Context: an optimization exercise on an open-source flow, tuned for small area and a short achievable clock period. The choices shown serve that exercise and are no tape-out recipe. At most, simulation tests tie the RTL to the original design; equivalence was not proved. Power and IR drop assume default switching activity.

== P ==
==> module fir_retimed, before the edit <==
module fir_retimed #(
    parameter N_TAPS = 4,
    parameter DATA_WIDTH = 18,
    parameter COEFF_WIDTH = 18
) (
    input clk,
    input reset_n,
    input ena,
    input signed [DATA_WIDTH-1:0] data_in,
    output signed [(DATA_WIDTH + COEFF_WIDTH + 2)-1:0] data_out
);
    reg signed [17:0] x0, x1;
    reg signed [18:0] u;
    reg signed [20:0] s2;
    reg signed [21:0] s1;
    reg signed [21:0] s;
    reg signed [23:0] z;
    wire signed [18:0] u_next  = {x0[17], x0} + {x1[17], x1};
    wire signed [20:0] s2_next = {u, 2'b00} - {{3{x1[17]}}, x1};
    wire signed [21:0] s1_next = {s2[20], s2} + {{3{x1[17]}}, x1, 1'b0};
    wire signed [21:0] s_next  = s1 + {{4{x1[17]}}, x1};
    wire signed [23:0] z_next  = {{2{s[21]}}, s} + {s, 2'b00};
    always @(posedge clk or negedge reset_n) begin
        if (!reset_n) begin
            x0 <= 18'd0;
            x1 <= 18'd0;
            u  <= 19'd0;
            s2 <= 21'd0;
            s1 <= 22'd0;
            s  <= 22'd0;
            z  <= 24'd0;
        end else if (ena) begin
            x0 <= data_in;
            x1 <= x0;
            u  <= u_next;
            s2 <= s2_next;
            s1 <= s1_next;
            s  <= s_next;
            z  <= z_next;
        end
    end
    assign data_out = {{13{z[23]}}, z, 1'b0};
endmodule
Settings: LEC_CHECK=0, CAP_MARGIN=20, CORE_MARGIN=2, CORE_UTILIZATION=40, SLEW_MARGIN=20; clock period 4.5 ns.
run.sh (not shown) runs the stock make flow with config.mk's settings and CLKGATE_MAP_FILE= SYNTH_SCRIPT=/design/flow/synth_recipe.tcl, a recipe that flattens the netlist after the stock synthesis.
#### Input delta (Q over P)
--- a/flow/design.v
+++ b/flow/design.v
@@ -10,12 +10,12 @@
     output signed [(DATA_WIDTH + COEFF_WIDTH + 2)-1:0] data_out
 );
-    reg signed [17:0] x0, x1;
-    reg signed [18:0] u;
+    reg signed [17:0] x0, x1, x2;
+    reg signed [19:0] t;
     reg signed [20:0] s2;
     reg signed [21:0] s1;
     reg signed [21:0] s;
     reg signed [23:0] z;
-    wire signed [18:0] u_next  = {x0[17], x0} + {x1[17], x1};
-    wire signed [20:0] s2_next = {u, 2'b00} - {{3{x1[17]}}, x1};
+    wire signed [19:0] t_next  = {{2{x0[17]}}, x0} + {x0[17], x0, 1'b0};
+    wire signed [20:0] s2_next = {t[19], t} + {{1{x2[17]}}, x2, 2'b00};
     wire signed [21:0] s1_next = {s2[20], s2} + {{3{x1[17]}}, x1, 1'b0};
     wire signed [21:0] s_next  = s1 + {{4{x1[17]}}, x1};
@@ -25,5 +25,6 @@
             x0 <= 18'd0;
             x1 <= 18'd0;
-            u  <= 19'd0;
+            x2 <= 18'd0;
+            t  <= 20'd0;
             s2 <= 21'd0;
             s1 <= 22'd0;
@@ -33,5 +34,6 @@
             x0 <= data_in;
             x1 <= x0;
-            u  <= u_next;
+            x2 <= x1;
+            t  <= t_next;
             s2 <= s2_next;
             s1 <= s1_next;
[summary]
Q finished every step from synthesis to the final layout, and the layout passed the timing, design-rule and antenna checks.
Q: clock-net power higher than P
Diff P -> Q: post-synthesis compound-gate area fraction has decreased; combinational group share of total power has remained practically unchanged; number of nets in the layout has decreased.
The synthesized cell count was comparable across Q and P.
Going from P to Q, combinational power grew by a few percent.
Sequential share of layout area delta for Q relative to P: 1.8 points higher
Count of final setup violators essentially unchanged between Q and P.
Share of synthesized area spent on multiplexers (Q over P): increase, 2.8 points
From P to Q the numbers moved as follows: power went up by 0.56 mW; worst hold slack neither gained nor lost much; final area grew by 570 um2.
No run of this note included a check of the RTL's function; only the layout flow was run.

* * *

## south
The RTL this note starts from:
==> flow/design.v <==
module fir_retimed #(
    parameter N_TAPS = 4,
    parameter DATA_WIDTH = 18,
    parameter COEFF_WIDTH = 18
) (
    input clk,
    input reset_n,
    input ena,
    input signed [DATA_WIDTH-1:0] data_in,
    output signed [(DATA_WIDTH + COEFF_WIDTH + 2)-1:0] data_out
);
    localparam KIND = 0;
    reg signed [17:0] x0, x1;
    reg signed [18:0] u;
    reg signed [20:0] s2;
    reg signed [21:0] s1;
    reg signed [21:0] s;
    reg signed [23:0] z;
    wire [18:0] u_next;
    wire [20:0] s2_next;
    wire [21:0] s1_next;
    wire [21:0] s_next;
    wire [23:0] z_next;
    pfx_add #(.W(19), .KIND(KIND)) add_u (
        .a({x0[17], x0}), .b({x1[17], x1}), .ci(1'b0), .s(u_next));
    pfx_add #(.W(21), .KIND(KIND)) add_s2 (
        .a({u, 2'b00}), .b(~{{3{x1[17]}}, x1}), .ci(1'b1), .s(s2_next));
    pfx_add #(.W(21), .KIND(KIND)) add_s1 (
        .a({s2[20], s2[20:1]}), .b({{3{x1[17]}}, x1}), .ci(1'b0), .s(s1_next[21:1]));
    assign s1_next[0] = s2[0];
    pfx_add #(.W(22), .KIND(KIND)) add_s (
        .a(s1), .b({{4{x1[17]}}, x1}), .ci(1'b0), .s(s_next));
    pfx_add #(.W(22), .KIND(KIND)) add_z (
        .a({s[21], s[21], s[21:2]}), .b(s), .ci(1'b0), .s(z_next[23:2]));
    assign z_next[1:0] = s[1:0];
    always @(posedge clk or negedge reset_n) begin
        if (!reset_n) begin
            x0 <= 18'd0;
            x1 <= 18'd0;
            u  <= 19'd0;
            s2 <= 21'd0;
            s1 <= 22'd0;
            s  <= 22'd0;
            z  <= 24'd0;
        end else if (ena) begin
            x0 <= data_in;
            x1 <= x0;
            u  <= u_next;
            s2 <= s2_next;
            s1 <= s1_next;
            s  <= s_next;
            z  <= z_next;
        end
    end
    assign data_out = {{13{z[23]}}, z, 1'b0};
endmodule
module pfx_add #(parameter W = 22, parameter KIND = 0) (
    input  [W-1:0] a,
    input  [W-1:0] b,
    input          ci,
    output [W-1:0] s
);
    reg [W-1:0] g, p, p0;
    integer i, l, j;
    always @* begin
        p0 = a ^ b;
        g  = a & b;
        p  = p0;
        g[0] = g[0] | (p[0] & ci);
        if (KIND == 0) begin
            for (l = 1; (1 << l) <= 2*W; l = l + 1)
                for (j = (1 << l) - 1; j < W; j = j + (1 << l)) begin
                    g[j] = g[j] | (p[j] & g[j - (1 << (l-1))]);
                    p[j] = p[j] & p[j - (1 << (l-1))];
                end
            for (l = 12; l > 0; l = l - 1)
                for (j = (1 << l) + (1 << (l-1)) - 1; j < W; j = j + (1 << l)) begin
                    g[j] = g[j] | (p[j] & g[j - (1 << (l-1))]);
                    p[j] = p[j] & p[j - (1 << (l-1))];
                end
        end else if (KIND == 1) begin
            for (l = 0; (1 << l) < W; l = l + 1)
                for (i = W - 1; i >= 0; i = i - 1)
                    if ((i >> l) & 1) begin
                        j = ((i >> l) << l) - 1;
                        g[i] = g[i] | (p[i] & g[j]);
                        p[i] = p[i] & p[j];
                    end
        end else if (KIND == 2) begin
            for (l = 0; (1 << l) < W; l = l + 1)
                for (i = W - 1; i >= (1 << l); i = i - 1) begin
                    g[i] = g[i] | (p[i] & g[i - (1 << l)]);
                    p[i] = p[i] & p[i - (1 << l)];
                end
        end else begin
            for (i = 1; i < W; i = i + 1)
                g[i] = g[i] | (p[i] & g[i-1]);
        end
    end
    assign s = p0 ^ {g[W-2:0], ci};
endmodule
==> flow/config.mk <==
export PLATFORM = sky130hd
export DESIGN_NAME = fir_retimed
export DESIGN_NICKNAME = fir_retimed
export VERILOG_FILES = /design/flow/design.v
export SDC_FILE = /design/flow/constraint.sdc
export NUM_CORES = 4
export LEC_CHECK = 0
export ABC_AREA = 1
export CAP_MARGIN = 20
export CORE_MARGIN = 2
export CORE_UTILIZATION = 40
export SETUP_SLACK_MARGIN = 1.8
export SLEW_MARGIN = 20
==> flow/constraint.sdc <==
create_clock -name core_clock -period 4.5 [get_ports {clk}]
set_input_delay 0.9000 -clock core_clock [delete_from_list [all_inputs] [get_ports {clk}]]
set_output_delay 0.9000 -clock core_clock [all_outputs]
set_load 0.01 [all_outputs]
standard.sh (not shown) runs the stock make flow with config.mk's settings and CLKGATE_MAP_FILE= SYNTH_SCRIPT=/design/flow/synth_recipe.tcl, a recipe that flattens the netlist after the stock synthesis.
==> flow/flow/run.sh <==
#!/bin/bash
# The standard layout, with plain buffers (not delay cells) on the ports.
set -euo pipefail
bash standard.sh BUFFER_PORTS_ARGS="-buffer_cell sky130_fd_sc_hd__buf_2" finish > make_finish.log 2>&1
### south -> west
--- a/flow/design.v
+++ b/flow/design.v
@@ -6,13 +6,13 @@
     input clk,
     input reset_n,
     input ena,
     input signed [DATA_WIDTH-1:0] data_in,
     output signed [(DATA_WIDTH + COEFF_WIDTH + 2)-1:0] data_out
 );
-    localparam KIND = 0;
+    localparam KIND = 1;
     reg signed [17:0] x0, x1;
     reg signed [18:0] u;
     reg signed [20:0] s2;
     reg signed [21:0] s1;
     reg signed [21:0] s;
     reg signed [23:0] z;
--- outcome ---
Time the final worst path needs with I/O delays and setup on west is ahead of south.
| worst-case register-to-register setup slack | lower: south |
Looking at cell type of the slowest stage on the worst timing path, the dfrtp_1 result is from west; the fa_2 one comes from south.
From south to west the numbers moved as follows: non-filler instance count after layout now larger; combinational-cell power consumption now larger; non-clock buffer count now smaller.
In the tables for west and south, ratio of final minimum period to clock period reads lower with west.
Summary: with south as the reference, via-per-instance ratio in west moved down slightly.
Critical path depth: west < south
The fraction of layout cells with a size suffix above 1 of west is lower than that of south.
Compared with south, west shows a area after synthesis that is 580 um2 higher.
Summary of west over south: count of clock-buffer cells in the layout up 4, leakage component of the power saw an increase.
For west, only the layout was checked, not whether the RTL still works.

## port drivers added, routing unchanged
How much do the figures lean on ideal ports? The routed layouts below were timed once more, with nothing changed but the port constraints.
Step 1: set_driving_cell puts a clkbuf_16 on clk and a buf_2 on each other input, an assumption about the parent block.
Step 2 times the ports against the registers' clock, not the clock port: input delays grow and output delays shrink by t, the midpoint of the rising clock arrivals with the driver on.
a / b / c = ideal / step 1 / step 2; a / b = the first two.
run | t, ns | slack for setup (ns) | worst setup path after step 2 | worst data-port slew with drivers (ns) | pins driven straight from the clock port
P | 0.470 | 1.676 / 1.676 / 1.676 | register to register | 0.04 | 1
Q | 0.471 | 1.651 / 1.651 / 1.485 | input to register | 0.04 | 1
south | 0.463 | 1.941 / 1.941 / 1.941 | register to register | 0.04 | 1
west | 0.460 | 2.038 / 2.038 / 1.873 | input to register | 0.04 | 1
After both steps setup and hold are still met in every run listed. The setup slack of Q, which loses most, moves by 0.000 ns with the drivers and by -0.166 ns with both steps.
